Context: an optimization exercise on an open-source flow, tuned for small area, a short achievable clock period and few clock cycles. The choices shown serve that exercise and are no tape-out recipe.
The RTL was checked by simulation tests, not by an equivalence proof against the original design.

[flow/config.mk]
export PLATFORM = sky130hd
export DESIGN_NAME = div
export DESIGN_NICKNAME = div
export VERILOG_FILES = /design/flow/design.v
export SDC_FILE = /design/flow/constraint.sdc
export NUM_CORES = 4
export LEC_CHECK = 0
export CAP_MARGIN = 20
export CORE_MARGIN = 2
export CORE_UTILIZATION = 40
export PLACE_DENSITY = 0.65
export SLEW_MARGIN = 20
[flow/constraint.sdc]
create_clock -name core_clock -period 8.0 [get_ports {clk}]
set_input_delay 1.6000 -clock core_clock [delete_from_list [all_inputs] [get_ports {clk}]]
set_output_delay 1.6000 -clock core_clock [all_outputs]
set_load 0.01 [all_outputs]
[flow/design.v]
module div (
    input wire clk,
    input wire rst_n,
    input wire [32-1:0] dividend_i,     
    input wire [32-1:0] divisor_i,      
    input wire                       start_i,        
    input wire                       ctrl_ready_i,   
    input wire [                3:0] op_i,           
    output reg [32-1:0] result_o,   
    output reg busy_o,   
    output reg valid_o   
);
    typedef enum logic [3:0] {
        STATE_IDLE  = 4'b0001,
        STATE_START = 4'b0010,
        STATE_CALC  = 4'b0100,
        STATE_END   = 4'b1000
    } state_t;
    state_t state;
    reg [32-1:0] dividend_r;
    reg [32-1:0] divisor_r;
    reg [3:0] op_r;
    reg [31:0] count;
    reg [32-1:0] div_result;
    reg [32-1:0] div_remain;
    reg [32-1:0] minuend;
    reg invert_result;
    wire op_div = op_r[0];
    wire op_divu = op_r[1];
    wire op_rem = op_r[2];
    wire op_remu = op_r[3];
    wire [31:0] dividend_invert = (-dividend_r);
    wire [31:0] divisor_invert = (-divisor_r);
    wire minuend_ge_divisor = minuend >= divisor_r;
    wire [31:0] minuend_sub_res = minuend - divisor_r;
    wire [31:0] div_result_tmp = minuend_ge_divisor ? ({div_result[30:0], 1'b1}) : ({div_result[30:0], 1'b0});
    wire [31:0] minuend_tmp = minuend_ge_divisor ? minuend_sub_res[30:0] : minuend[30:0];
    wire [31:0] dividend_abs = dividend_r[31] ? -dividend_r : dividend_r;
    wire [31:0] divisor_abs = divisor_r[31] ? -divisor_r : divisor_r;
    always @(posedge clk) begin
        if (!rst_n) begin
            state         <= STATE_IDLE;
            result_o      <= 32'h0;
            div_result    <= 32'h0;
            div_remain    <= 32'h0;
            op_r          <= 4'h0;
            dividend_r    <= 32'h0;
            divisor_r     <= 32'h0;
            minuend       <= 32'h0;
            invert_result <= 1'b0;
            busy_o        <= 1'b0;
            valid_o       <= 1'b0;
            count         <= 32'h0;
        end else begin
            case (state)
                STATE_IDLE: begin
                    if (ctrl_ready_i) begin
                        valid_o <= 1'b0;
                        if (start_i == 1'b1) begin
                            op_r       <= op_i;
                            dividend_r <= dividend_i;
                            divisor_r  <= divisor_i;
                            state      <= STATE_START;
                            busy_o     <= 1'b1;
                        end else begin
                            op_r       <= 3'h0;
                            dividend_r <= 32'h0;
                            divisor_r  <= 32'h0;
                            result_o   <= 32'h0;
                            busy_o     <= 1'b0;
                        end
                    end
                end
                STATE_START: begin
                    valid_o <= 1'b0;
                    if (divisor_r == 32'h0) begin
                        if (op_div | op_divu) begin
                            result_o <= 32'hffffffff;
                        end else begin
                            result_o <= dividend_r;
                        end
                        state   <= STATE_IDLE;
                        busy_o  <= 1'b0;
                        valid_o <= 1'b1;
                    end else if (
                        (op_div | op_rem) ? (dividend_abs < divisor_abs) : (dividend_r < divisor_r)
                    ) begin
                        if (op_div) begin
                            result_o <= 32'b0;
                        end else if (op_rem) begin
                            result_o <= dividend_r;
                        end else if (op_divu) begin
                            result_o <= 32'b0;
                        end else if (op_remu) begin
                            result_o <= dividend_r;
                        end
                        state   <= STATE_IDLE;
                        busy_o  <= 1'b0;
                        valid_o <= 1'b1;
                    end else begin
                        busy_o     <= 1'b1;
                        count      <= 32'h40000000;
                        state      <= STATE_CALC;
                        div_result <= 32'h0;
                        div_remain <= 32'h0;
                        if (op_div | op_rem) begin
                            if (dividend_r[31] == 1'b1) begin
                                dividend_r <= dividend_invert;
                                minuend    <= dividend_invert[31];
                            end else begin
                                minuend <= dividend_r[31];
                            end
                            if (divisor_r[31] == 1'b1) begin
                                divisor_r <= divisor_invert;
                            end
                        end else begin
                            minuend <= dividend_r[31];
                        end
                        if ((op_div && (dividend_r[31] ^ divisor_r[31] == 1'b1))
                            || (op_rem && (dividend_r[31] == 1'b1))) begin
                            invert_result <= 1'b1;
                        end else begin
                            invert_result <= 1'b0;
                        end
                    end
                end
                STATE_CALC: begin
                    busy_o     <= 1'b1;
                    dividend_r <= {dividend_r[30:0], 1'b0};
                    div_result <= div_result_tmp;
                    count      <= {1'b0, count[31:1]};
                    if (|count) begin
                        minuend <= {minuend_tmp[30:0], dividend_r[30]};
                    end else begin
                        state <= STATE_END;
                        if (minuend_ge_divisor) begin
                            div_remain <= minuend_sub_res;
                        end else begin
                            div_remain <= minuend;
                        end
                    end
                end
                STATE_END: begin
                    state   <= STATE_IDLE;
                    busy_o  <= 1'b0;
                    valid_o <= 1'b1;
                    if (op_div | op_divu) begin
                        if (invert_result) begin
                            result_o <= (-div_result);
                        end else begin
                            result_o <= div_result;
                        end
                    end else begin
                        if (invert_result) begin
                            result_o <= (-div_remain);
                        end else begin
                            result_o <= div_remain;
                        end
                    end
                end
            endcase
        end
    end
endmodule
[flow/run.sh]
#!/bin/bash
# synth_recipe.tcl (not shown) runs the flow's synth.tcl, then flattens the netlist and writes it again
# the make line also repeats each setting of config.mk as NAME=value (left out here)
make -C /OpenROAD-flow-scripts/flow DESIGN_CONFIG=/design/flow/config.mk WORK_HOME=/design/flow/orfs CLKGATE_MAP_FILE= SYNTH_SCRIPT=/design/flow/synth_recipe.tcl finish
==> flow_summary.toml, run 1 <==
[timing]
period_share_pct = 69.81
final_max_slew_viol_count = 0
hold_viol = 0
layout_min_cycle_time_ns = 5.585
relSlewSlack_pct = 24.38
fin_skew_ns = 0.01514
finalSetupViolCount = 0
hold_slack_ns = 0.4635
tightestPinTransition_ns = 1.134
max_freq_mhz = 179.1
setup-tns-final_ns = 0
rsz0062_at_grt = "no"

[yosys]
yosys_warnings = 1
synth_edf_count = 0
synthCells = 2189
ys_seq_area_share_pct = 27.88
synth-seq-cells = 234
yosysUniqueCellTypes = 87
async_flop_share_pct = 0
synthesis.area_sq_um = 16800
synth_fp_nets = 2360
avgSynthCellArea_sq_um = 7.675
synth_flop_cell = "dfxtp_1"

[die]
start_util_pct = 40.32
die_area_sq_um = 43660
die_y_um = 208.9
ioPinCount = 106
rows = 75
core-area_sq_um = 41670
fp.dieW_um = 208.9

[global_routing]
grt_max_degree = 104
grt_pass1_vias = 15849
grt.overflow.total = 0
antenna_found_initial = 1
grt_pass1_wl_um = 98300
grt_usage_pct = 28.73

[clocking]
cts_buffers = 27
post_cts_buffers = 0
cts.path.max_buffers = 3
clk_transition_reported_paths_ns = 0.06
cts_tree = "yes"
cts-hold-fix-buffers = 0
cts.sinks = 234
cts_resized = 0
clock_latency_ns = 0.58
h-tree-depth = 1
cts-root-buf = "clkbuf_16"

[placed_design]
io_buffers = 105
dp.cells = 2687
place_area_sq_um = 18120
gp_congestion = 0.9519
dp_hpwl_um = 48000

[critical_path]
critPathSlowestCell = "buf_4"
cp_common_cell = "a211oi_1"
path_delay_family = "simple AND/OR/NAND/NOR gates"
crit_chain = "or4_4 -> nor4_4 -> nand4_1 -> or4_1 -> o31a_1 -> xor2_1 -> ha_1 -> a21oi_1 -> o21ai_0 -> a211oi_1 -> a21oi_1 -> a311o_1 -> nand3_4 -> buf_4 -> a211oi_1 -> a211oi_1"
worst_ep_required_time_ns = 8.48
arrival_ns = 6.07
crit_path_max_fanout = 75
startpoint_type = "flop"
cp-end-kind = "flop"
slowest_delay_ns = 0.73
critPathKind = "flop to flop"
cp.buffers_inverters = 1

[run_status]
status = "complete, no violations"

[drt]
drc_errors = 0
routed_wl_um = 64940
vias = 17747
viasPerCell = 6.491
drt-pass1-iter-count = 6
ant_nets = 0
avgRoutedWirePerCell_um = 23.75
drt_iter0_markers = 2175

[flow_run]
cap_violations = 0

[finish]
design_area_sq_um = 19090
mostFrequentLayoutCell = "a21oi_1"
drive_above_1_share_pct = 5.695
area_growth_pct = 13.64
fin_nets = 2348
layout.cells.non_filler = 2734
diodes = 0
final_cell_mix = "254 x a21oi_1, 253 x nand2_1, 233 x dfxtp_1"

[hold_path]
min_path_type = "flop to flop"
## worst paths after layout
path	startpoint	to	slack, ns	depth (start not counted)
max	dividend_r[10]	divisor_r[10]	2.42	16
min	minuend[11]	minuend[11]	0.46	2
max reg2reg	dividend_r[10]	divisor_r[10]	2.42	16
min reg2reg	minuend[11]	minuend[11]	0.46	2
## Yosys cell counts, types with 11 or more instances
cell type  number  area (sq um)
a22o_1         39         341.6
a211oi_1       88         660.6
dfxtp_1       234          4684
a221o_1        15         150.1
inv_1          50         187.7
a31oi_1        24         150.1
nand4_1        20         125.1
o21a_1         13         97.59
nand2b_1       11         68.82
o41ai_1        23         201.4
nor4_1         19         118.9
or3_1          20         125.1
o211ai_1       31         232.7
nor3_1         49         245.2
a222oi_1       18         180.2
nor2_1         93         349.1
xor2_1         26         227.7
buf_1          11         41.29
clkbuf_1      141         529.3
o22ai_1        16         100.1
or4_1          14         105.1
o31ai_1        34         255.2
o21ai_0       139         695.7
a21oi_1       254          1271
nand3_1       116         580.6
nand2_1       253         949.7
ha_1           98          1226
a21o_1         18         135.1
buf_2          16         80.08
xnor2_1        78         683.2
and3_1         24         150.1
## worst min-delay path, stage by stage (launching register included)
cell,delay (ns)
dfxtp_1,0.32
nand2_1,0.06
nand2_1,0.04
## routing by layer
layer | global-route usage, % | wire, um | vias up
li1 | - | - | 8260
met3 | 2.600 | 5189 | 128
met1 | 40.38 | 27830 | 8503
met4 | 15.47 | 3796 | 0
met2 | 43.53 | 28120 | 856
met5 | 0 | 0 | -
## cell type report
| type | instances | area [sq um] |
|---|---|---|
| Clock buffer | 33 | 738.2 |
| Fill cell | 4194 | 22570 |
| Timing Repair Buffer | 134 | 1272 |
| Multi-Input combinational cell | 1729 | 11310 |
| Tap cell | 539 | 674.4 |
| Inverter | 51 | 193.9 |
| Sequential cell | 234 | 4686 |
| Clock inverter | 14 | 219.0 |
## logic make-up (layout without fill, tap and decap cells)
group | Yosys count | count (layout) | synth area share [%]
buffers and inverters | 226 | 232 | 5.333
and+or+nand+nor | 699 | 699 | 20.92
DFF | 234 | 234 | 27.88
AOI/OAI and AO/OA | 817 | 817 | 32.28
muxes | 10 | 10 | 0.7448
xor gates and xnor gates | 104 | 104 | 5.422
adders and majority gates | 99 | 99 | 7.418
## flip-flops by register name, indices dropped and copies added, names as in the netlist, 4 cells and up
signal      flops
result_o       32
state           4
minuend        32
op_r            4
div_result     32
dividend_r     32
divisor_r      32
div_remain     32
count          31
## through the flow
step	utilization [%]	setup slack (ns)
after global routing	45.82	2.076
after floorplan	-	3.462
after global placement	43.46	2.443
after CTS	45.79	2.490
final	45.82	2.415
after detailed placement	43.49	2.515
Testbench counts, summed over its fixed seeds: cycles 141,936.
==> inputs of run 2 (changes only) <==
==> flow/design.v (replaced) <==
module div (
    input wire clk,
    input wire rst_n,
    input wire [32-1:0] dividend_i,
    input wire [32-1:0] divisor_i,
    input wire                       start_i,
    input wire                       ctrl_ready_i,
    input wire [                3:0] op_i,
    output wire [32-1:0] result_o,
    output reg                        busy_o,
    output reg                        valid_o
);
    localparam [2:0] S_IDLE = 3'd0, S_PREP = 3'd1, S_ITER = 3'd2, S_FIN = 3'd3, S_FIX = 3'd4;
    reg  [2:0] state;
    reg [31:0] r;       
    reg [31:0] x;       
    reg [31:0] q;       
    reg  [4:0] cnt;
    reg        sa, sb;  
    reg        is_rem, is_div;
    wire sgn_i = op_i[0] | op_i[2];
    wire sa_i  = sgn_i & dividend_i[31];
    wire sb_i  = sgn_i & divisor_i[31];
    wire        cin = ~sb | (sa & (state == S_PREP));
    wire [32:0] sum = {1'b0, r} + {1'b0, x} + {32'd0, cin};
    wire        cout = sum[32];
    wire        negq = is_div & (sa ^ sb);
    wire        negr = is_rem & sa;
    reg  [31:0] inc_in;
    reg         inc_c;
    always @(*) begin
        case (state)
            S_PREP:  begin inc_in = r;  inc_c = sa; end
            S_FIX:   begin inc_in = ~r; inc_c = 1'b0; end
            default: begin
                inc_in = is_rem ? (r ^ {32{sa}}) : ~q;
                inc_c  = is_rem ? sa : 1'b1;
            end
        endcase
    end
    wire [31:0] inc_out = inc_in + {31'd0, inc_c};
    function automatic [5:0] blen(input [31:0] v);
        integer i;
        begin
            blen = 6'd0;
            for (i = 0; i < 32; i = i + 1) if (v[i]) blen = i[5:0] + 6'd1;
        end
    endfunction
    wire [5:0] la = blen(r) + {5'd0, sa};           
    wire [5:0] lb = blen(~x | {31'd0, sb});         
    wire [5:0] kk = la - lb;
    wire [4:0] k  = kk[4:0];
    reg  [31:0] x_init;
    always @(*) begin
        x_init = x;
        if (k[0]) x_init = {x_init[30:0], {1{~sb}}};
        if (k[1]) x_init = {x_init[29:0], {2{~sb}}};
        if (k[2]) x_init = {x_init[27:0], {4{~sb}}};
        if (k[3]) x_init = {x_init[23:0], {8{~sb}}};
        if (k[4]) x_init = {x_init[15:0], {16{~sb}}};
    end
    wire bz = ~sb & (&x);                           
    wire lt = ~cout;
    wire eq = sa & ~sb & (&sum[31:0]);             
    assign result_o = q;
    always @(posedge clk) begin
        if (!rst_n) begin
            state   <= S_IDLE;
            busy_o  <= 1'b0;
            valid_o <= 1'b0;
        end else begin
            case (state)
                S_IDLE: begin
                    r      <= dividend_i ^ {32{sa_i}};
                    x      <= divisor_i ^ {32{~sb_i}};
                    sa     <= sa_i;
                    sb     <= sb_i;
                    is_rem <= op_i[2] | op_i[3];
                    is_div <= op_i[0] | op_i[1];
                    if (ctrl_ready_i) begin
                        valid_o <= 1'b0;
                        if (start_i) begin
                            state  <= S_PREP;
                            busy_o <= 1'b1;
                        end
                    end
                end
                S_PREP: begin
                    if (bz | lt) begin
                        if (is_rem & sa & ~eq) begin
                            state <= S_FIX;
                        end else begin
                            q       <= is_rem ? (inc_out & {32{~eq}}) : {32{bz | eq}};
                            state   <= S_IDLE;
                            busy_o  <= 1'b0;
                            valid_o <= 1'b1;
                        end
                    end else begin
                        r     <= inc_out;
                        x     <= x_init;
                        cnt   <= k;
                        q     <= 32'd0;
                        state <= S_ITER;
                    end
                end
                S_ITER: begin
                    if (cout) r <= sum[31:0];
                    q   <= {q[30:0], cout};
                    x   <= {1'b1, x[31:1]};
                    cnt <= cnt - 5'd1;
                    if (cnt == 5'd0) begin
                        if (is_rem | negq) begin
                            state <= S_FIN;
                        end else begin
                            state   <= S_IDLE;
                            busy_o  <= 1'b0;
                            valid_o <= 1'b1;
                        end
                    end
                end
                default: begin   
                    q       <= inc_out;
                    state   <= S_IDLE;
                    busy_o  <= 1'b0;
                    valid_o <= 1'b1;
                end
            endcase
        end
    end
endmodule
--- a/flow/config.mk
+++ b/flow/config.mk
@@ -9,4 +9,5 @@
 export CORE_MARGIN = 2
 export CORE_UTILIZATION = 40
 export PLACE_DENSITY = 0.65
+export SETUP_SLACK_MARGIN = 2
 export SLEW_MARGIN = 20
==> run 2 against run 1 <==
Worst hold slack gained 0.038 ns. Clock skew grew 0.0068 ns. Routed wire length is 33% lower. Synthesized cell count down 31%. Sequential cell count fell by 124. Non-clock buffer count shrank 5. Maximum frequency is 0.26% lower. Largest cell class unchanged. Highest routed layer unchanged.
==> flow_summary.toml, run 2 <==
[drt]
drc_errors = 0
viasPerCell = 6.470
avgRoutedWirePerCell_um = 22.26
vias = 12578
drt_iter0_markers = 1478
drt-pass1-iter-count = 8
routed_wl_um = 43280
ant_nets = 0

[finish]
diodes = 0
fin_nets = 1656
area_growth_pct = 12.50
drive_above_1_share_pct = 7.134
final_cell_mix = "144 x nand2_1, 140 x o21ai_0, 135 x nor2_1"
top_regs = "q (32), r (32), x (32)"
mostFrequentLayoutCell = "nand2_1"

[yosys]
yosysTopAreaCell = "edfxtp_1"
synth_flop_cell = "edfxtp_1"
avgSynthCellArea_sq_um = 8.324
ys_seq_area_share_pct = 25.76
synthesis.area_sq_um = 12630
synth_fp_nets = 1636
synth_edf_count = 105
yosysMostFrequentCell = "nand2_1"
async_flop_share_pct = 0
yosys.area.top_type_share_pct = 24.97
ys_top_cells_by_area = "edfxtp_1 25%, xor2_1 5.7%, o21ai_0 5.5%"
yosysUniqueCellTypes = 91
synthCells = 1517
yosys_warnings = 1
synth-seq-cells = 110
synthTopCellsByCount = "145 x nand2_1, 140 x o21ai_0, 136 x nor2_1"

[placed_design]
place_ws_ns = 2.284
io_buffers = 105
gp_congestion = 0.9628
dp_hpwl_um = 31700

[clocking]
cts.sinks = 110
cts.path.max_buffers = 2
h-tree-depth = 3
cts_buffers = 9
cts_tree = "yes"
clk_transition_reported_paths_ns = 0.09
cts-root-buf = "clkbuf_16"
clock_latency_ns = 0.38

[timing]
tightestPinTransition_ns = 1.107
final_max_slew_viol_count = 0
setup-tns-final_ns = 0
period_share_pct = 70.00
layout_min_cycle_time_ns = 5.600
finalSetupViolCount = 0
fin_skew_ns = 0.02198
rsz0062_at_grt = "no"
relSlewSlack_pct = 26.22
hold_slack_ns = 0.5016
hold_viol = 0
layout_setup_ws_ns = 2.400
max_freq_mhz = 178.6

[critical_path]
critPathSlowestCell = "a31o_1"
crit_chain = "inv_1 -> a21oi_1 -> fa_1 -> fa_1 -> nand2b_1 -> a21oi_1 -> nor3_1 -> o41ai_2 -> o31ai_1 -> xor2_2 -> or4_4 -> nor4_4 -> nand4_2 -> a31o_1 -> a221o_1"
slowest_delay_ns = 0.68
critPathKind = "flop to flop"
reg2reg_from = "sb"
startpoint_type = "flop"
worst_ep_required_time_ns = 8.12
cp-end-kind = "flop"
cp.buffers_inverters = 1
r2r_slack_ns = 2.40
cp-startpoint = "sb"
crit_path_max_fanout = 27
arrival_ns = 5.72
path_delay_family = "compound AO/OA/AOI/OAI gates"

[die]
start_util_pct = 40.33
die_y_um = 181.7
core-area_sq_um = 31310
fp.dieW_um = 181.7
die_area_sq_um = 33010
ioPinCount = 106
rows = 65

[global_routing]
grt_pass1_vias = 11949
gr-usage-met3_pct = 3.410
grt_max_degree = 108
busiest_layer = "met2"
use_met1_pct = 35.36
grt.overflow.total = 0
grt_usage_pct = 25.67
use_met2_pct = 41.32
antenna_found_initial = 0
grt_pass1_wl_um = 67240

[flow_run]
cap_violations = 0

[hold_path]
min_path_type = "flop to flop"
min_from = "valid_o"

[run_status]
status = "complete, no violations"
## run 2: final timing paths
path              endpoint  cells after the start
setup / recovery     q[30]                     15
hold / removal     valid_o                      2
setup reg to reg     q[30]                     15
hold reg to reg    valid_o                      2
## run 2: per-stage QoR
step                util, %  area, sq um  cells
finish                45.37        14210   1944
global route          45.37        14210   1944
CTS                   45.30        14180   1942
detailed placement    44.34        13880   1926
global placement      44.34        13880   1926
floorplan                 -        12660   1517
## run 2: logic make-up (layout without fill, tap and decap cells)
family	after synthesis	in the layout	synth area share [%]
XOR/XNOR	129	129	9.067
flip-flops	110	110	25.76
AO/OA/AOI/OAI	517	517	28.61
buffers and inverters	176	201	6.193
AND/OR/NAND/NOR	464	464	17.36
adder cells (fa/ha/maj)	47	47	4.836
multiplexers	74	74	8.175
## run 2: what timing repair did
| item | 4_1_cts | 5_1_grt |
|---|---|---|
| hold buffers | 0 | 0 |
| resized for setup | 0 | 1 |
| endpoints found under the setup margin | 0 | 46 |
| buffers inserted | 0 | 1 |
## run 2: cell type report
| class | count | area, sq um |
|---|---|---|
| well taps | 402 | 503.0 |
| inverters | 56 | 210.2 |
| flip-flops and latches | 110 | 3254 |
| clock buffers | 9 | 225.2 |
| clock inverters | 7 | 76.32 |
| fillers | 3059 | 17110 |
| repair buffers | 129 | 1235 |
| multi-input cells | 1231 | 8702 |
## run 2: routing by layer
metal / part of all wire, % / routed length, um
met3: 7.5 / 3258
met5: 0 / 0
met1: 43 / 18820
met2: 46 / 19700
met4: 3.5 / 1503
## run 2: worst min-delay path: stages, from the launching register on
cell	delay, ns
dfxtp_1	0.33
nand3_1	0.07
o2bb2ai_1	0.06
Testbench counts of run 2, summed over its fixed seeds: cycles 63,044.
==> inputs of run 3 (changes only) <==
--- a/flow/config.mk
+++ b/flow/config.mk
@@ -9,5 +9,5 @@
 export CORE_MARGIN = 2
 export CORE_UTILIZATION = 40
 export PLACE_DENSITY = 0.65
-export SETUP_SLACK_MARGIN = 2
+export SETUP_SLACK_MARGIN = 4
 export SLEW_MARGIN = 20
==> run 3 against run 2 <==
Still clean on timing, DRC and antenna. Cell area grew 17%. Routed wire length grew 21%. Worst hold slack gained 0.0059 ns. Clock skew shrank 0.0064 ns. Cell count grew 6.6%. Utilization grew 7.6 points. Via count grew 10%. Synthesized cell count is the same. Maximum frequency grew 6.2%. Worst setup slack gained 0.33 ns. Highest routed layer unchanged.
==> flow_summary.toml, run 3 <==
[critical_path]
worst_ep_required_time_ns = 8.13
cp_common_cell = "nor3_1"
arrival_ns = 5.40
cp.buffers_inverters = 3
cp-end-kind = "flop"
critPathSlowestCell = "fa_4"
crit_path_max_fanout = 5
critPathKind = "flop to flop"
path_delay_family = "compound AO/OA/AOI/OAI gates"
crit_chain = "a211oi_4 -> o31ai_2 -> a211oi_2 -> nor3_1 -> nor3_1 -> nor3_2 -> o311ai_2 -> a211oi_1 -> or3_1 -> a21oi_2 -> ha_4 -> inv_2 -> fa_4 -> buf_12 -> buf_6 -> mux4_2 -> mux2i_4 -> nor2_1 -> nor3_1 -> nor3_1 -> a221o_1"
startpoint_type = "flop"
slowest_delay_ns = 0.86

[finish]
top_regs = "q (32), r (32), x (32)"
mostFrequentLayoutCell = "nand2_1"
fin_nets = 1784
fillerInstances = 2814
diodes = 0
final_cell_mix = "138 x nand2_1, 130 x nor2_1, 105 x o21ai_0, 105 x edfxtp_1, 105 x clkdlybuf4s50_1"
area_growth_pct = 31.36
drive_above_1_share_pct = 21.14

[yosys]
async_flop_share_pct = 0
yosysMostFrequentCell = "nand2_1"
yosysUniqueCellTypes = 91
avgSynthCellArea_sq_um = 8.324
synth_top_family_by_area = "compound AO/OA/AOI/OAI gates"
synth_mux_area_share_pct = 8.175
synth_fp_nets = 1636
synthCells = 1517
yosys_warnings = 1
synth_fa_ha_area_share_pct = 4.836
synthXorXnorAreaFrac_pct = 9.067
synth-seq-cells = 110
ys_seq_area_share_pct = 25.76
synth_compound_gate_area_share_pct = 28.61
synthTopCellsByCount = "145 x nand2_1, 140 x o21ai_0, 136 x nor2_1"
synthesis.area_sq_um = 12630
yosys.area.top_type_share_pct = 24.97
synth_simple_gate_area_share_pct = 17.36
ys_top_cells_by_area = "edfxtp_1 25%, xor2_1 5.7%, o21ai_0 5.5%"
yosysTopAreaCell = "edfxtp_1"
synth_flop_cell = "edfxtp_1"
synth_edf_count = 105

[die]
fp.dieW_um = 181.7
rows = 65
ioPinCount = 106
core-area_sq_um = 31310
die_y_um = 181.7
die_area_sq_um = 33010
start_util_pct = 40.33

[timing]
hold_slack_ns = 0.5075
hold_viol = 0
finalSetupViolCount = 0
final_max_slew_viol_count = 0
max_freq_mhz = 189.7
fin_skew_ns = 0.01557
period_share_pct = 65.88
tightestPinTransition_ns = 1.094
rsz0062_at_grt = "yes"
setup-tns-final_ns = 0
relSlewSlack_pct = 26.54
layout_min_cycle_time_ns = 5.270

[global_routing]
grt.overflow.total = 0
grt_pass1_wl_um = 75160
grt_pass1_vias = 12403
grt_max_degree = 81
grt_usage_pct = 29.53
antenna_found_initial = 0

[clocking]
cts.sinks = 110
clk_transition_reported_paths_ns = 0.08
cts_tree = "yes"
cts-hold-fix-buffers = 0
h-tree-depth = 3
cts.path.max_buffers = 2
cts_buffers = 9
cts-root-buf = "clkbuf_16"
clock_latency_ns = 0.38

[drt]
ant_nets = 0
drt-pass1-iter-count = 6
viasPerCell = 6.696
drt_iter0_markers = 1873
drc_errors = 0
routed_wl_um = 52280
avgRoutedWirePerCell_um = 25.23
vias = 13874

[placed_design]
io_buffers = 105
dp_hpwl_um = 33950
gp_congestion = 0.9496

[hold_path]
min_path_type = "flop to flop"

[flow_run]
cap_violations = 0

[run_status]
status = "complete, no violations"
run 3: cell counts after synthesis:
No cell type changed its count.
run 3: tightest hold or removal path: cells and delay by family, from the launching register on:
family	cells	cell delay, ns
flip-flops	1	0.32
AO/OA/AOI/OAI	1	0.07
AND/OR/NAND/NOR	1	0.07
run 3: stage by stage:
step | cells | area (sq um) | setup slack (ns) | util [%]
after global placement | 1926 | 14080 | 2.329 | 44.96
after global routing | 2072 | 16590 | 2.556 | 52.98
final | 2072 | 16590 | 2.730 | 52.98
after CTS | 2007 | 15460 | 2.987 | 49.39
after detailed placement | 1926 | 14080 | 2.268 | 44.96
after floorplan | 1517 | 13010 | 2.807 | -
run 3: path summary, 6_finish.rpt:
| path | startpoint | slack, ns | cells after the start | to |
|---|---|---|---|---|
| hold reg to reg | valid_o | 0.51 | 2 | valid_o |
| setup reg to reg | r[4] | 2.73 | 21 | x[18] |
| hold / removal | valid_o | 0.51 | 2 | valid_o |
| setup / recovery | r[4] | 2.73 | 21 | x[18] |
run 3: cells by family (layout without fill, tap and decap cells):
family / count (synthesis) / in the layout
buffers and inverters: 176 / 323
adder cells (fa/ha/maj): 47 / 47
AND/OR/NAND/NOR: 464 / 466
XOR/XNOR: 129 / 130
AO/OA/AOI/OAI: 517 / 520
multiplexers: 74 / 74
flip-flops: 110 / 110
run 3: repair_timing:
item,CTS,global route
setup endpoints to repair,188,180
pin swaps,38,34
gates resized for setup,102,94
gates cloned,8,10
setup buffers,57,55
run 3: final cells by class:
class	instances	area, sq um	share of cell area (%)
Multi-Input combinational cell	1237	9604	57.90
Sequential cell	110	3262	19.67
Clock inverter	6	66.31	0.3998
Clock buffer	10	229.0	1.380
Timing Repair Buffer	251	2708	16.32
Tap cell	402	503.0	3.032
Inverter	56	215.2	1.297
run 3: layer usage:
metal / up-vias / routed length [um] / track usage [%]
met5: - / 0 / 0
li1: 6091 / - / -
met1: 6678 / 20660 / 38.94
met4: 0 / 3261 / 14.70
met3: 204 / 5332 / 5.535
met2: 901 / 23020 / 46.50
==> inputs of run 4 (changes only) <==
--- a/flow/config.mk
+++ b/flow/config.mk
@@ -9,5 +9,4 @@
 export CORE_MARGIN = 2
 export CORE_UTILIZATION = 40
 export PLACE_DENSITY = 0.65
-export SETUP_SLACK_MARGIN = 4
 export SLEW_MARGIN = 20
==> run 4 against run 3 <==
Cell count down 6.2%. Utilization down 7.6 points. Clock-buffer cell count unchanged. Critical endpoint is now x[9]. Still clean on timing, DRC and antenna. Worst hold slack worse by 0.014 ns.
==> flow_summary.toml, run 4 <==
[hold_path]
hold-path-endpoint = "valid_o"
min_path_type = "flop to flop"
min_path_cells = 2
min_from = "valid_o"

[yosys]
synth-seq-cells = 110
yosys_warnings = 1
synth_fa_ha_area_share_pct = 4.836
synthCells = 1517
synthesis.area_sq_um = 12630
yosys.area.top_type_share_pct = 24.97
yosysMostFrequentCell = "nand2_1"
ys_seq_area_share_pct = 25.76
synthTopCellsByCount = "145 x nand2_1, 140 x o21ai_0, 136 x nor2_1"
yosysUniqueCellTypes = 91
avgSynthCellArea_sq_um = 8.324
ys_top_cells_by_area = "edfxtp_1 25%, xor2_1 5.7%, o21ai_0 5.5%"
yosysTopAreaCell = "edfxtp_1"
synth_fp_nets = 1636
synth_mux_area_share_pct = 8.175
synth_compound_gate_area_share_pct = 28.61
async_flop_share_pct = 0
synthXorXnorAreaFrac_pct = 9.067
synth_flop_cell = "edfxtp_1"
synth_top_family_by_area = "compound AO/OA/AOI/OAI gates"
synth_simple_gate_area_share_pct = 17.36
synth_edf_count = 105

[global_routing]
antenna_found_initial = 2
grt_max_degree = 104
grt_pass1_vias = 11623
grt_pass1_wl_um = 67250
grt_usage_pct = 25.87
grt.overflow.total = 0

[die]
rows = 65
die_area_sq_um = 33010
core-area_sq_um = 31310
fp.dieW_um = 181.7
start_util_pct = 40.33
die_y_um = 181.7
ioPinCount = 106

[critical_path]
crit_path_max_fanout = 16
cp-end-kind = "flop"
critPathKind = "flop to flop"
arrival_ns = 6.06
reg2reg_from = "r[1]"
worst_ep_required_time_ns = 8.12
startpoint_type = "flop"
r2r_slack_ns = 2.07
r2r-end = "x[9]"
r2r.worst_path.cells = 21

[finish]
design_area_sq_um = 14210
area_growth_pct = 12.53
drive_above_1_share_pct = 6.883
layout.cells.non_filler = 1943
mostFrequentLayoutCell = "nand2_1"
fin_nets = 1654
final_cell_mix = "145 x nand2_1, 140 x o21ai_0, 135 x nor2_1"
top_regs = "q (32), r (32), x (32)"

[timing]
rsz0062_at_grt = "no"
final_max_slew_viol_count = 0
finalSetupViolCount = 0
layout_min_cycle_time_ns = 5.933
period_share_pct = 74.17
max_freq_mhz = 168.5
setup-tns-final_ns = 0
fin_skew_ns = 0.01711
relSlewSlack_pct = 32.08
hold_viol = 0
tightestPinTransition_ns = 1.019

[flow_run]
cap_violations = 0

[drt]
drt_iter0_markers = 1443
viasPerCell = 6.462
routed_wl_um = 43350
drt-pass1-iter-count = 6
ant_nets = 0
vias = 12555
avgRoutedWirePerCell_um = 22.31
drc_errors = 0

[placed_design]
dp_hpwl_um = 31990
place_area_sq_um = 13860
gp_congestion = 0.9741
io_buffers = 105
dp.cells = 1925

[clocking]
cts-hold-fix-buffers = 0
h-tree-depth = 3
cts_tree = "yes"
clock_latency_ns = 0.39
cts_resized = 0
cts-root-buf = "clkbuf_16"
cts.path.max_buffers = 2
clk_transition_reported_paths_ns = 0.08
post_cts_buffers = 0
cts_buffers = 9
cts.sinks = 110

[run_status]
status = "complete, no violations"
run 4: cell families (layout without fill, tap and decap cells):
kind of cell	Yosys count	count (layout)
mux	74	74
simple gates	464	464
flops	110	110
compound gates	517	517
fa+ha+maj	47	47
other cells	0	1
buf+inv	176	199
xor+xnor	129	129
run 4: how the worst max path moves through the flow:
stage,from,to
finish,r[1],x[9]
CTS,state[0],q[25]
global route,sb,x[28]
global placement,r[1],x[9]
floorplan,state[1],x[30]
detailed placement,state[0],q[25]
run 4: metal layers:
metal | vias to the layer above | global-route usage (%) | share of wire [%]
met2 | 627 | 41.85 | 46
met1 | 6035 | 35.27 | 42
met5 | - | 0 | 0
met3 | 82 | 4.091 | 8.3
met4 | 0 | 8.715 | 3.0
li1 | 5811 | - | -
run 4: worst max-delay path, stage by stage, from the launching register on:
cell	delay (ns)
edfxtp_1	0.49
inv_1	0.17
a211oi_1	0.27
o31ai_1	0.11
a211oi_1	0.33
nor3_1	0.09
nor3_1	0.16
nor3_1	0.07
o311ai_0	0.31
a211oi_1	0.17
or3_1	0.36
a21oi_1	0.23
ha_1	0.28
ha_1	0.30
a21o_1	0.17
a21oi_1	0.31
xor2_2	0.74
buf_4	0.34
a21o_1	0.19
nor2_1	0.09
o21ai_0	0.39
nand2_1	0.10
run 4: per-stage QoR:
stage	hold slack [ns]	util, %	worst slack, ns
after floorplan	0.4975	-	0.5277
after global placement	0.4768	44.26	2.221
after detailed placement	0.4663	44.26	2.064
after CTS	0.4947	45.29	2.038
after global routing	0.5285	45.37	1.685
final	0.4939	45.38	2.067
run 4: area by class of cell:
cell class,instances,area [sq um]
fill,3077,17100
multi-input combinational,1231,8682
sequential,110,3253
timing repair buffer,127,1236
tap,402,503.0
clock buffer,10,229.0
inverter,56,210.2
clock inverter,6,93.84
antenna,1,2.502
==> inputs of run 5 (changes only) <==
==> flow/design.v (replaced) <==
module div (
    input wire clk,
    input wire rst_n,
    input wire [32-1:0] dividend_i,
    input wire [32-1:0] divisor_i,
    input wire                       start_i,
    input wire                       ctrl_ready_i,
    input wire [                3:0] op_i,
    output wire [32-1:0] result_o,
    output reg                        busy_o,
    output reg                        valid_o
);
    localparam [2:0] S_IDLE = 3'd0, S_PREP = 3'd1, S_ITER = 3'd2, S_FIN = 3'd3, S_FIX = 3'd4;
    reg  [2:0] state;
    reg [31:0] r;       
    reg [31:0] x;       
    reg [31:0] q;       
    reg  [4:0] cnt;
    reg  [4:0] pa, pb;  
    reg        sa, sb;  
    reg        is_rem, is_div;
    reg        eq_r, bz_r;
    function automatic [4:0] msb32(input [31:0] v);
        reg [7:0] nz;
        reg [1:0] p [0:7];
        reg [2:0] g;
        integer i;
        begin
            for (i = 0; i < 8; i = i + 1) begin
                nz[i]   = |v[4*i+:4];
                p[i][1] = v[4*i+3] | v[4*i+2];
                p[i][0] = v[4*i+3] | (~v[4*i+2] & v[4*i+1]);
            end
            g[2] = |nz[7:4];
            g[1] = g[2] ? (nz[7] | nz[6]) : (nz[3] | nz[2]);
            g[0] = g[2] ? (nz[7] | (~nz[6] & nz[5])) : (nz[3] | (~nz[2] & nz[1]));
            msb32 = {g, p[g]};
        end
    endfunction
    wire        sgn_i = op_i[0] | op_i[2];
    wire        sa_i  = sgn_i & dividend_i[31];
    wire        sb_i  = sgn_i & divisor_i[31];
    wire [31:0] a_m   = dividend_i ^ {32{sa_i}};    
    wire [31:0] b_m   = divisor_i ^ {32{sb_i}};     
    wire        cin = ~sb | (sa & (state == S_PREP));
    wire [32:0] sum = {1'b0, r} + {1'b0, x} + {32'd0, cin};
    wire        cout = sum[32];
    wire        prep = (state == S_PREP);
    wire [31:0] inc_in = prep ? r : (is_rem ? (r ^ {32{sa}}) : ~q);
    wire        inc_c  = (prep | is_rem) ? sa : 1'b1;
    wire [31:0] inc_out = inc_in + {31'd0, inc_c};
    wire [5:0] kk = {1'b0, pa} + {5'd0, sa} - {1'b0, pb};
    wire [4:0] k  = kk[4:0];
    reg  [31:0] x_init;
    always @(*) begin
        x_init = x;
        if (k[0]) x_init = {x_init[30:0], {1{~sb}}};
        if (k[1]) x_init = {x_init[29:0], {2{~sb}}};
        if (k[2]) x_init = {x_init[27:0], {4{~sb}}};
        if (k[3]) x_init = {x_init[23:0], {8{~sb}}};
        if (k[4]) x_init = {x_init[15:0], {16{~sb}}};
    end
    wire bz = ~sb & (&x);                           
    wire lt = ~cout;
    wire eq = ~sb & (&sum[31:0]);                   
    assign result_o = q;
    always @(posedge clk) begin
        if (!rst_n) begin
            state   <= S_IDLE;
            busy_o  <= 1'b0;
            valid_o <= 1'b0;
        end else begin
            case (state)
                S_IDLE: begin
                    r      <= a_m;
                    x      <= ~b_m;
                    pa     <= msb32(a_m);
                    pb     <= msb32(b_m | {31'd0, sb_i});
                    sa     <= sa_i;
                    sb     <= sb_i;
                    is_rem <= op_i[2] | op_i[3];
                    is_div <= op_i[0] | op_i[1];
                    if (ctrl_ready_i) begin
                        valid_o <= 1'b0;
                        if (start_i) begin
                            state  <= S_PREP;
                            busy_o <= 1'b1;
                        end
                    end
                end
                S_PREP: begin
                    r    <= inc_out;
                    x    <= x_init;
                    cnt  <= k;
                    q    <= is_rem ? inc_out : {32{bz}};
                    eq_r <= eq;
                    bz_r <= bz;
                    if (bz | lt) begin
                        if (sa & (is_rem | ~sb)) begin
                            state <= S_FIX;
                        end else begin
                            state   <= S_IDLE;
                            busy_o  <= 1'b0;
                            valid_o <= 1'b1;
                        end
                    end else begin
                        state <= S_ITER;
                    end
                end
                S_ITER: begin
                    if (cout) r <= sum[31:0];
                    q   <= {q[30:0], cout};
                    x   <= {1'b1, x[31:1]};
                    cnt <= cnt - 5'd1;
                    if (cnt == 5'd0) begin
                        if (is_rem | (is_div & (sa ^ sb))) begin
                            state <= S_FIN;
                        end else begin
                            state   <= S_IDLE;
                            busy_o  <= 1'b0;
                            valid_o <= 1'b1;
                        end
                    end
                end
                S_FIX: begin
                    if (eq_r) q <= {32{~is_rem}};
                    else      q <= is_rem ? inc_out : {32{bz_r}};
                    state   <= S_IDLE;
                    busy_o  <= 1'b0;
                    valid_o <= 1'b1;
                end
                default: begin   
                    q       <= inc_out;
                    state   <= S_IDLE;
                    busy_o  <= 1'b0;
                    valid_o <= 1'b1;
                end
            endcase
        end
    end
endmodule
==> run 5 against run 4 <==
Worst setup slack improved by 0.58 ns. Still clean. First-iteration DRC count increased by 2.8%. Non-clock buffer count increased by 3.
==> flow_summary.toml, run 5 <==
[run_status]
status = "complete, no violations"

[clocking]
post_cts_buffers = 0
h-tree-depth = 4
clock_latency_ns = 0.44
cts.sinks = 122
cts_tree = "yes"
cts_resized = 0
cts-root-buf = "clkbuf_16"
cts.path.max_buffers = 2
cts-hold-fix-buffers = 0
clk_transition_reported_paths_ns = 0.06
cts_buffers = 17

[critical_path]
cp-end-kind = "flop"
critPathSlowestCell = "clkinv_1"
slowest_delay_ns = 0.68
worst_ep_required_time_ns = 8.28
critPathKind = "primary input to flop"
crit_path_max_fanout = 25
arrival_ns = 5.64
startpoint_type = "primary input"
cp_common_cell = "o21ai_0"
crit_chain = "clkdlybuf4s50_1 -> o21ai_1 -> buf_4 -> clkinv_1 -> buf_4 -> or3_1 -> or3_1 -> o21ai_0 -> a21boi_0 -> o21ai_0 -> a21oi_1 -> and2_1 -> o21ai_0 -> a31oi_1"

[placed_design]
place_ws_ns = 2.258
io_buffers = 105
gp_congestion = 0.9467
dp_hpwl_um = 35380

[yosys]
synth-seq-cells = 122
async_flop_share_pct = 0
synthCells = 1587
synth_fp_nets = 1705
avgSynthCellArea_sq_um = 8.091
synth_flop_cell = "edfxtp_1"
yosysMostFrequentCell = "nand2_1"
synthTopCellsByCount = "161 x nand2_1, 149 x a21oi_1, 131 x nor2_1"
ys_top_cells_by_area = "edfxtp_1 27%, xnor2_1 6.5%, a21oi_1 5.8%"
yosys.area.top_type_share_pct = 27.36
yosysTopAreaCell = "edfxtp_1"
synth_edf_count = 117
yosys_warnings = 3
synthesis.area_sq_um = 12840
yosysUniqueCellTypes = 82
ys_seq_area_share_pct = 28.14

[drt]
viasPerCell = 6.355
routed_wl_um = 47110
drt-pass1-iter-count = 5
drc_errors = 0
ant_nets = 0
vias = 13002
drt_iter0_markers = 1483
avgRoutedWirePerCell_um = 23.02

[timing]
setup-tns-final_ns = 0
max_freq_mhz = 186.8
finalSetupViolCount = 0
layout_setup_ws_ns = 2.646
period_share_pct = 66.93
layout_min_cycle_time_ns = 5.354
rsz0062_at_grt = "no"
tightestPinTransition_ns = 1.009
relSlewSlack_pct = 32.04
final_max_slew_viol_count = 0
hold_viol = 0
fin_skew_ns = 0.01617

[hold_path]
min_path_type = "flop to flop"

[finish]
final_cell_mix = "161 x nand2_1, 148 x a21oi_1, 129 x nor2_1"
area_growth_pct = 15.23
drive_above_1_share_pct = 6.934
top_regs = "q (32), r (32), x (32)"
diodes = 0
mostFrequentLayoutCell = "nand2_1"
fin_nets = 1749

[die]
ioPinCount = 106
die_area_sq_um = 33550
start_util_pct = 40.69
core-area_sq_um = 31560
rows = 65
die_y_um = 183.2
fp.dieW_um = 183.2

[global_routing]
grt_pass1_wl_um = 72370
antenna_found_initial = 0
grt_usage_pct = 27.94
grt_max_degree = 69
grt.overflow.total = 0
grt_pass1_vias = 12015

[flow_run]
cap_violations = 0
==> run 5: cells by family (layout without fill, tap and decap cells) <==
| logic type | Yosys count | after routing | synth area share (%) |
|---|---|---|---|
| compound gates | 546 | 546 | 27.73 |
| xor+xnor | 126 | 126 | 8.595 |
| fa+ha+maj | 46 | 46 | 4.658 |
| mux | 47 | 47 | 5.087 |
| buf+inv | 156 | 213 | 4.814 |
| flops | 122 | 122 | 28.14 |
| simple gates | 544 | 544 | 20.97 |
==> run 5: metrics by stage <==
| step | area [sq um] | hold WS, ns | std cells | utilization, % |
|---|---|---|---|---|
| global route | 14800 | 0.6543 | 2046 | 46.89 |
| floorplan | 12840 | 0.5833 | 1587 | - |
| global placement | 14230 | 0.5621 | 2014 | 45.10 |
| CTS | 14780 | 0.6108 | 2046 | 46.85 |
| detailed placement | 14230 | 0.5875 | 2014 | 45.10 |
| finish | 14800 | 0.6149 | 2046 | 46.89 |
==> run 5: routing by layer <==
layer	GRT usage [%]	wire, um	up-vias
met2	43.88	21200	655
met4	10.40	1624	0
met5	0	0	-
met3	3.892	3689	95
li1	-	-	6088
met1	39.12	20590	6164
==> run 5: worst paths after layout <==
kind / slack, ns / depth (start not counted) / end / start
setup / recovery: 2.65 / 14 / pb[0] / op_i[0]
hold / removal: 0.61 / 2 / q[15] / q[14]
setup reg to reg: 2.94 / 14 / eq_r / sb
hold reg to reg: 0.61 / 2 / q[15] / q[14]
==> run 5: worst max-delay path: cells and delay by family <==
family          cells  cell delay [ns]
buf+inv             4             2.04
compound gates      7             1.13
simple gates        3             0.83
==> run 5: final cells by class <==
type / count / area, sq um
fillers: 3086 / 16760
multi-input cells: 1309 / 8698
flip-flops and latches: 122 / 3613
repair buffers: 130 / 1239
well taps: 402 / 503.0
clock buffers: 17 / 425.4
inverters: 51 / 191.4
clock inverters: 15 / 125.1
Testbench counts of run 5, summed over its fixed seeds: cycles 63,313.
==> inputs of run 6 (changes only) <==
--- a/flow/config.mk
+++ b/flow/config.mk
@@ -9,4 +9,5 @@
 export CORE_MARGIN = 2
 export CORE_UTILIZATION = 40
 export PLACE_DENSITY = 0.65
+export SETUP_SLACK_MARGIN = 3
 export SLEW_MARGIN = 20
==> run 6 against run 5 <==
Register-to-register slack better by 0.26 ns. Routed wire length is 0.37% higher. Sequential cell count stayed put. Clock-buffer cell count is 5 higher. Critical path type is now flop to flop. Critical endpoint is now eq_r.
==> flow_summary.toml, run 6 <==
[placed_design]
dp_hpwl_um = 35340
place_area_sq_um = 14210
place_ws_ns = 2.788
gp_congestion = 0.9699
dp.cells = 2011
io_buffers = 105

[critical_path]
critPathKind = "flop to flop"
slowest_delay_ns = 0.59
crit_chain = "inv_1 -> a21oi_1 -> fa_1 -> fa_1 -> nand2b_1 -> a21oi_2 -> o211ai_1 -> a221o_1 -> nor4_1 -> nand4b_1 -> nor4_1 -> nand4_1 -> or4_1 -> nor4_1"
critPathSlowestCell = "edfxtp_1"
worst_ep_required_time_ns = 8.24
cp-end-kind = "flop"
crit_path_max_fanout = 11
cp_common_cell = "nor4_1"
startpoint_type = "flop"
arrival_ns = 5.03

[clocking]
clk_transition_reported_paths_ns = 0.06
cts.path.max_buffers = 2
cts_buffers = 17
cts-root-buf = "clkbuf_16"
cts-hold-fix-buffers = 0
cts.sinks = 122
clock_latency_ns = 0.44
h-tree-depth = 4
cts_tree = "yes"

[global_routing]
grt_max_degree = 69
busiest_layer = "met2"
grt.overflow.total = 0
grt_usage_pct = 28.00
grt_pass1_wl_um = 72670
use_met2_pct = 44.91
grt_pass1_vias = 12355
use_met1_pct = 37.51
antenna_found_initial = 0
gr-usage-met3_pct = 4.925

[finish]
layout.cells.non_filler = 2052
top_regs = "q (32), r (32), x (32)"
multi_input_area_sq_um = 8706
regArea_sq_um = 3613
area_growth_pct = 16.09
drive_above_1_share_pct = 7.576
fin_nets = 1755
final_cell_mix = "161 x nand2_1, 147 x a21oi_1, 129 x nor2_1"
mostFrequentLayoutCell = "nand2_1"
fillerInstances = 3066
final_core_util_pct = 47.24
diodes = 0
design_area_sq_um = 14910

[drt]
drc_errors = 0
avgRoutedWirePerCell_um = 23.04
viasPerCell = 6.447
routed_wl_um = 47280
vias = 13230
drt-pass1-iter-count = 6
drt_iter0_markers = 1818
ant_nets = 0

[yosys]
ys_top_cells_by_area = "edfxtp_1 27%, xnor2_1 6.5%, a21oi_1 5.8%"
synth_edf_count = 117
synthTopCellsByCount = "161 x nand2_1, 149 x a21oi_1, 131 x nor2_1"
synth-seq-cells = 122
avgSynthCellArea_sq_um = 8.091
async_flop_share_pct = 0
ys_seq_area_share_pct = 28.14
yosysMostFrequentCell = "nand2_1"
yosysTopAreaCell = "edfxtp_1"
synth_fp_nets = 1705
yosysUniqueCellTypes = 82
synthCells = 1587
yosys.area.top_type_share_pct = 27.36
yosys_warnings = 3
synth_flop_cell = "edfxtp_1"
synthesis.area_sq_um = 12840

[timing]
finalSetupViolCount = 0
fin_skew_ns = 0.01289
final_max_slew_viol_count = 0
rsz0062_at_grt = "no"
setup-tns-final_ns = 0
max_freq_mhz = 208.5
tightestPinTransition_ns = 1.091
layout_setup_ws_ns = 3.205
relSlewSlack_pct = 27.01
period_share_pct = 59.94
layout_min_cycle_time_ns = 4.795
hold_viol = 0

[die]
fp.dieW_um = 183.2
core-area_sq_um = 31560
rows = 65
die_area_sq_um = 33550
die_y_um = 183.2
ioPinCount = 106
start_util_pct = 40.69

[flow_run]
cap_violations = 0

[run_status]
status = "complete, no violations"

[hold_path]
min_path_type = "flop to flop"
-- run 6: changes by cell type in the layout (fill, tap and decap cells not counted), sizes merged --
| cell | before | now |
|---|---|---|
| buf | 25 | 31 |
| clkbuf | 17 | 22 |
| clkinv | 7 | 5 |
| inv | 53 | 51 |
| bufinv | 1 | 0 |
-- run 6: worst max-delay path, delay by kind of cell (launching register included) --
kind / cells / cell delay (ns)
fa+ha+maj: 2 / 0.87
simple gates: 7 / 2.08
buf+inv: 1 / 0.25
flops: 1 / 0.59
compound gates: 4 / 0.80
-- run 6: timing repair --
action | 4_1_cts | 5_1_grt
gates resized for setup | 0 | 4
buffers inserted | 0 | 9
setup endpoints to repair | 0 | 35
-- run 6: routing by layer --
layer	wire [um]	vias to the layer above
met4	1867	0
met1	20410	6311
met3	3779	112
met5	0	-
li1	-	6099
met2	21230	708
-- run 6: cell families (layout without fill, tap and decap cells) --
| group | count (synthesis) | count (layout) | synth area share, % |
|---|---|---|---|
| AOI/OAI and AO/OA | 546 | 546 | 27.73 |
| xor gates and xnor gates | 126 | 126 | 8.595 |
| adders and majority gates | 46 | 46 | 4.658 |
| buffers and inverters | 156 | 219 | 4.814 |
| DFF | 122 | 122 | 28.14 |
| muxes | 47 | 47 | 5.087 |
| and+or+nand+nor | 544 | 544 | 20.97 |
-- run 6: final timing paths --
path           from  endpoint  slack [ns]  depth (start not counted)
max              sb      eq_r        3.20                         14
max reg2reg      sb      eq_r        3.20                         14
min reg2reg  busy_o    busy_o        0.58                          2
min          busy_o    busy_o        0.58                          2
-- run 6: final cells by class --
type / count / area share, %
clock inverters: 10 / 0.5288
multi-input cells: 1309 / 58.41
clock buffers: 22 / 3.475
well taps: 402 / 3.374
repair buffers: 136 / 8.638
inverters: 51 / 1.335
flip-flops and latches: 122 / 24.24
-- run 6: stage by stage --
step / hold WS (ns)
after floorplan: 0.5833
after global placement: 0.5603
after detailed placement: 0.5685
after CTS: 0.5828
after global routing: 0.6049
final: 0.5781
==> inputs of run 7 (changes only) <==
--- a/flow/config.mk
+++ b/flow/config.mk
@@ -9,5 +9,5 @@
 export CORE_MARGIN = 2
 export CORE_UTILIZATION = 40
 export PLACE_DENSITY = 0.65
-export SETUP_SLACK_MARGIN = 3
+export SETUP_SLACK_MARGIN = 5
 export SLEW_MARGIN = 20
==> run 7 against run 6 <==
Sequential share of layout area decreased by 5.6 points. Die area is the same. Clock-buffer cell count fell by 3. Utilization up 14 points. Highest routed layer is now met5.
==> flow_summary.toml, run 7 <==
[timing]
period_share_pct = 51.55
max_freq_mhz = 242.5
finalSetupViolCount = 0
hold_viol = 0
tightestPinTransition_ns = 0.9894
final_max_slew_viol_count = 0
setup-tns-final_ns = 0
layout_min_cycle_time_ns = 4.124
rsz0062_at_grt = "yes"
fin_skew_ns = 0.01319
relSlewSlack_pct = 34.04

[placed_design]
dp.cells = 2010
io_buffers = 105
gp_congestion = 0.9611
dp_hpwl_um = 34960

[critical_path]
cp-end-kind = "flop"
worst_ep_required_time_ns = 8.16
arrival_ns = 4.28
slowest_delay_ns = 0.42
startpoint_type = "flop"
r2r.worst_path.cells = 18
crit_path_max_fanout = 9
cp_common_cell = "buf_6"
cp.buffers_inverters = 6
critPathSlowestCell = "dfxtp_4"
path_delay_family = "compound AO/OA/AOI/OAI gates"
path_depth = 18
critPathKind = "flop to flop"
crit_chain = "nor3b_4 -> a21oi_4 -> fa_2 -> fa_2 -> nand2b_4 -> a21oi_4 -> buf_6 -> o21ai_4 -> a21oi_2 -> o311a_1 -> a41oi_4 -> buf_6 -> buf_6 -> o21a_4 -> buf_6 -> a21oi_4 -> buf_6 -> buf_12"

[finish]
final_cell_mix = "158 x buf_4, 141 x nand2_1, 117 x edfxtp_1"
drive_above_1_share_pct = 33.53
mostFrequentLayoutCell = "buf_4"
fin_nets = 1982
fillerInstances = 2480
area_growth_pct = 50.81
layout.cells.non_filler = 2279
top_regs = "q (32), r (32), x (32)"

[yosys]
synthTopCellsByCount = "161 x nand2_1, 149 x a21oi_1, 131 x nor2_1"
yosys.area.top_type_share_pct = 27.36
avgSynthCellArea_sq_um = 8.091
synth_flop_cell = "edfxtp_1"
ys_seq_area_share_pct = 28.14
yosysUniqueCellTypes = 82
synth-seq-cells = 122
synthCells = 1587
synth_fp_nets = 1705
synthesis.area_sq_um = 12840
synth_edf_count = 117
async_flop_share_pct = 0
yosys_warnings = 3
ys_top_cells_by_area = "edfxtp_1 27%, xnor2_1 6.5%, a21oi_1 5.8%"
yosysTopAreaCell = "edfxtp_1"
yosysMostFrequentCell = "nand2_1"

[die]
ioPinCount = 106
start_util_pct = 40.69
fp.dieW_um = 183.2
die_area_sq_um = 33550
core-area_sq_um = 31560
rows = 65
die_y_um = 183.2

[drt]
wl_met2_um = 25880
viasPerCell = 6.786
wl_met3_um = 7162
dr.max_layer_used = "met5"
drt-pass1-iter-count = 10
drt_iter0_markers = 2253
vias = 15465
met1Wirelength_um = 22230
avgRoutedWirePerCell_um = 25.88
ant_nets = 0
drc_errors = 0
routed_wl_um = 58980

[global_routing]
grt_max_degree = 51
grt_pass1_wl_um = 83460
grt_usage_pct = 32.70
antenna_found_initial = 3
grt.overflow.total = 0
grt_pass1_vias = 13921

[flow_run]
cap_violations = 0

[clocking]
clock_latency_ns = 0.45
cts_buffers = 17
cts-root-buf = "clkbuf_16"
cts_tree = "yes"
clk_transition_reported_paths_ns = 0.06
h-tree-depth = 4
cts.path.max_buffers = 2
cts.sinks = 122

[hold_path]
min_path_type = "flop to flop"
min_path_cells = 2

[run_status]
status = "complete, no violations"
==> run 7: cell types whose count changed in the layout (fill, tap and decap cells not counted), moves of 20 or more <==
cell | previous run | this run
o21ai_0 | 128 | 69
nor2_1 | 129 | 104
a21oi_2 | 1 | 27
o21ai_1 | 3 | 35
dlymetal6s2s_1 | 0 | 22
a21oi_1 | 147 | 110
nand2_1 | 161 | 141
buf_6 | 1 | 49
clkdlybuf4s50_1 | 105 | 57
buf_4 | 30 | 158
buf_12 | 0 | 22
dlygate4sd2_1 | 0 | 22
a211oi_1 | 27 | 7
==> run 7: final timing paths <==
kind             from  endpoint  slack [ns]
max          state[0]      r[9]        3.88
min             q[11]     q[12]        0.60
min reg2reg     q[11]     q[12]        0.60
max reg2reg  state[0]      r[9]        3.88
==> run 7: cells by family after synthesis <==
family                   Yosys count  share of synthesized area (%)
AO/OA/AOI/OAI                    546                          27.73
AND/OR/NAND/NOR                  544                          20.97
buffers and inverters            156                          4.814
XOR/XNOR                         126                          8.595
flip-flops                       122                          28.14
multiplexers                      47                          5.087
adder cells (fa/ha/maj)           46                          4.658
==> run 7: layout make-up <==
| class | instances | area [sq um] | area share, % |
|---|---|---|---|
| repair inverters | 5 | 37.54 | 0.1938 |
| clock buffers | 19 | 432.9 | 2.236 |
| multi-input cells | 1314 | 10650 | 54.98 |
| diodes | 1 | 2.502 | 0.01292 |
| well taps | 402 | 503.0 | 2.598 |
| flip-flops and latches | 122 | 3618 | 18.69 |
| inverters | 51 | 237.7 | 1.228 |
| clock inverters | 12 | 107.6 | 0.5557 |
| repair buffers | 353 | 3779 | 19.51 |
==> run 7: worst register-to-register path: cells and delay by family, from the launching register on <==
kind	cells	cell delay, ns
flops	1	0.42
buf+inv	6	0.78
compound gates	8	1.37
fa+ha+maj	2	0.80
simple gates	2	0.46
==> run 7: timing repair <==
action	4_1_cts	5_1_grt
setup buffers	167	46
cloned	20	4
hold buffers	0	0
setup endpoints to repair	195	181
pin swaps	116	107
resized for setup	345	191
==> run 7: per-layer routing <==
metal	vias to the layer above	GRT usage (%)
met3	297	6.970
met2	1259	50.79
met1	7344	43.22
met4	4	16.10
met5	-	0
li1	6561	-
==> run 7: through the flow <==
step / instance area [sq um] / setup slack [ns] / util [%] / hold slack (ns)
floorplan: 13390 / 3.632 / - / 0.5833
global placement: 14520 / 2.408 / 46.00 / 0.5829
detailed placement: 14520 / 2.283 / 46.00 / 0.5848
CTS: 18090 / 3.862 / 57.34 / 0.5989
global route: 19360 / 3.734 / 61.36 / 0.6480
finish: 19360 / 3.876 / 61.36 / 0.6040
==> inputs of run 8 (changes only) <==
--- a/flow/config.mk
+++ b/flow/config.mk
@@ -5,6 +5,7 @@
 export SDC_FILE = /design/flow/constraint.sdc
 export NUM_CORES = 4
 export LEC_CHECK = 0
+export ABC_AREA = 1
 export CAP_MARGIN = 20
 export CORE_MARGIN = 2
 export CORE_UTILIZATION = 40
==> run 8 against run 7 <==
Clock-buffer cell count unchanged. Sequential cell count unchanged. Synthesized cell count increased by 30%. Sequential share of layout area increased by 0.23 points. Utilization decreased by 4.3 points. Critical endpoint is now x[22]. Area after synthesis increased by 6.0%. Routed wire length increased by 2.9%. Cell count increased by 20%.
==> flow_summary.toml, run 8 <==
[run_status]
status = "complete, no violations"

[die]
core-area_sq_um = 33530
die_area_sq_um = 35510
rows = 67
fp.dieW_um = 188.4
start_util_pct = 40.57
ioPinCount = 106
die_y_um = 188.4

[placed_design]
io_buffers = 105
gp_congestion = 1.013
dp_hpwl_um = 40870

[timing]
setup-tns-final_ns = 0
layout_min_cycle_time_ns = 3.437
final_max_slew_viol_count = 0
rsz0062_at_grt = "yes"
relSlewSlack_pct = 35.47
fin_skew_ns = 0.01154
finalSetupViolCount = 0
max_freq_mhz = 291.0
period_share_pct = 42.96
hold_viol = 0
tightestPinTransition_ns = 0.9622

[critical_path]
path_delay_family = "adder cells"
arrival_ns = 3.64
cp-end-kind = "flop"
crit_chain = "buf_12 -> clkinvlp_4 -> ha_4 -> inv_2 -> ha_4 -> fa_2 -> buf_6 -> buf_12 -> buf_16 -> nand2_2 -> o21ai_4 -> nand2_2 -> o21ai_2 -> o21ai_2 -> nand2_1 -> nand3_1 -> nand2_1"
crit_path_max_fanout = 11
critPathSlowestCell = "fa_2"
critPathKind = "flop to flop"
slowest_delay_ns = 0.50
r2r_slack_ns = 4.56
startpoint_type = "flop"
cp.buffers_inverters = 6
worst_ep_required_time_ns = 8.20

[clocking]
cts.sinks = 122
cts.path.max_buffers = 2
clock_latency_ns = 0.46
cts-root-buf = "clkbuf_16"
cts_buffers = 17
h-tree-depth = 4
cts-hold-fix-buffers = 0
clk_transition_reported_paths_ns = 0.07
cts_tree = "yes"

[yosys]
avgSynthCellArea_sq_um = 6.614
ys_seq_area_share_pct = 26.56
yosysTopAreaCell = "edfxtp_1"
yosysMostFrequentCell = "nand2_1"
synthCells = 2057
yosysUniqueCellTypes = 53
synth_edf_count = 117
synthTopCellsByCount = "650 x nand2_1, 236 x inv_1, 152 x nand3_1"
synthesis.area_sq_um = 13610
ys_top_cells_by_area = "edfxtp_1 26%, nand2_1 18%, inv_1 6.5%"
synth_fp_nets = 2175
yosys.area.top_type_share_pct = 25.82
async_flop_share_pct = 0
synth-seq-cells = 122
yosys_warnings = 3
synth_flop_cell = "edfxtp_1"

[finish]
drive_above_1_share_pct = 23.57
top_regs = "q (32), r (32), x (32)"
final_core_util_pct = 57.06
diodes = 0
final_cell_mix = "578 x nand2_1, 216 x inv_1, 125 x nor2_1, 125 x nand3_1, 117 x edfxtp_1"
fin_nets = 2383
mostFrequentLayoutCell = "nand2_1"
fillerInstances = 3102
area_growth_pct = 40.62

[drt]
drt_iter0_markers = 1836
viasPerCell = 5.818
drt-pass1-iter-count = 7
ant_nets = 0
vias = 15861
routed_wl_um = 60720
avgRoutedWirePerCell_um = 22.27
drc_errors = 0

[global_routing]
grt.overflow.total = 0
grt_pass1_wl_um = 87890
grt_max_degree = 62
grt_pass1_vias = 14996
grt_usage_pct = 32.98
antenna_found_initial = 0

[flow_run]
cap_violations = 0

[hold_path]
min_path_type = "flop to flop"
==> run 8: final cells by class <==
cell class              count  area [sq um]  share of cell area [%]
multi-input cells        1607         10430                   54.49
flip-flops and latches    122          3618                   18.91
repair buffers            264          2806                   14.67
inverters                 250          1045                   5.461
well taps                 448         560.5                   2.930
clock buffers              19         442.9                   2.315
clock inverters            13         193.9                   1.014
repair inverters            3         40.04                  0.2093
==> run 8: tightest hold or removal path, delay by kind of cell (launching register included) <==
kind                   cells  cell delay [ns]
AOI/OAI and AO/OA          1             0.05
buffers and inverters      1             0.05
DFF                        1             0.31
==> run 8: final timing paths <==
kind / start / end / cells past startpoint
worst max-delay path: sa / x[22] / 17
worst min-delay path: busy_o / busy_o / 2
worst max register to register: sa / x[22] / 17
worst min register to register: busy_o / busy_o / 2
==> run 8: stage by stage <==
stage / hold slack [ns] / cell area, sq um / setup slack, ns / std cells
after floorplan: 0.4650 / 13710 / 4.704 / 2057
after global placement: 0.4367 / 14990 / 2.966 / 2544
after detailed placement: 0.4378 / 14990 / 3.028 / 2544
after CTS: 0.4474 / 17700 / 4.736 / 2674
after global routing: 0.4725 / 19130 / 4.515 / 2726
final: 0.4457 / 19130 / 4.563 / 2726
==> run 8: logic make-up (layout without fill, tap and decap cells) <==
logic type      Yosys count  after routing  synth area share, %
simple gates           1060           1067                33.24
compound gates          345            345                15.15
xor+xnor                127            127                8.700
flops                   122            122                26.56
mux                      22             22                1.619
buf+inv                 335            549                10.35
fa+ha+maj                46             46                4.396
==> run 8: metal layers <==
metal	share of wire [%]	GRT usage (%)	vias to the layer above
li1	-	-	7305
met1	38	40.13	7414
met2	47	55.80	917
met3	7.8	3.725	225
met4	7.2	20.67	0
met5	0	0	-
==> run 8: timing repair <==
action,in CTS,in global routing
buffers inserted,81,50
pin swaps,88,91
endpoints found under the setup margin,211,123
gates cloned,17,2
gates resized for setup,332,205

re-timing with driven ports:
In the flow no input, the clock included, has a driving cell. The finished layouts below were timed again as built, in two steps.
Step 1, drivers: a clkbuf_16 drives clk and a buf_2 each remaining input, both assumed.
Step 2 times the ports against the registers' clock, not the clock port: input delays grow and output delays shrink by t, the midpoint of the rising clock arrivals with the driver on.
Slacks: ideal ports / drivers / drivers and shift; pairs: ideal ports / drivers.
run | t, ns | setup slack, ns | worst setup path at the end | slew at the worst register clock pin (ns)
run 1 | 0.629 | 2.415 / 2.415 / 2.415 | register to register | 0.07 / 0.07
run 2 | 0.419 | 2.400 / 2.400 / 2.400 | register to register | 0.10 / 0.10
run 3 | 0.426 | 2.730 / 2.730 / 2.730 | register to register | 0.09 / 0.09
run 4 | 0.432 | 2.067 / 2.067 / 2.067 | register to register | 0.09 / 0.09
run 5 | 0.485 | 2.646 / 2.670 / 2.185 | input to register | 0.07 / 0.07
run 6 | 0.484 | 3.205 / 3.205 / 2.773 | input to register | 0.07 / 0.07
run 7 | 0.498 | 3.876 / 3.876 / 3.876 | register to register | 0.06 / 0.06
run 8 | 0.510 | 4.563 / 4.563 / 4.171 | input to register | 0.07 / 0.07
After both steps setup and hold are still met in every run listed. The setup slack of run 5, which loses most, moves by +0.024 ns with the drivers and by -0.461 ns with both steps.
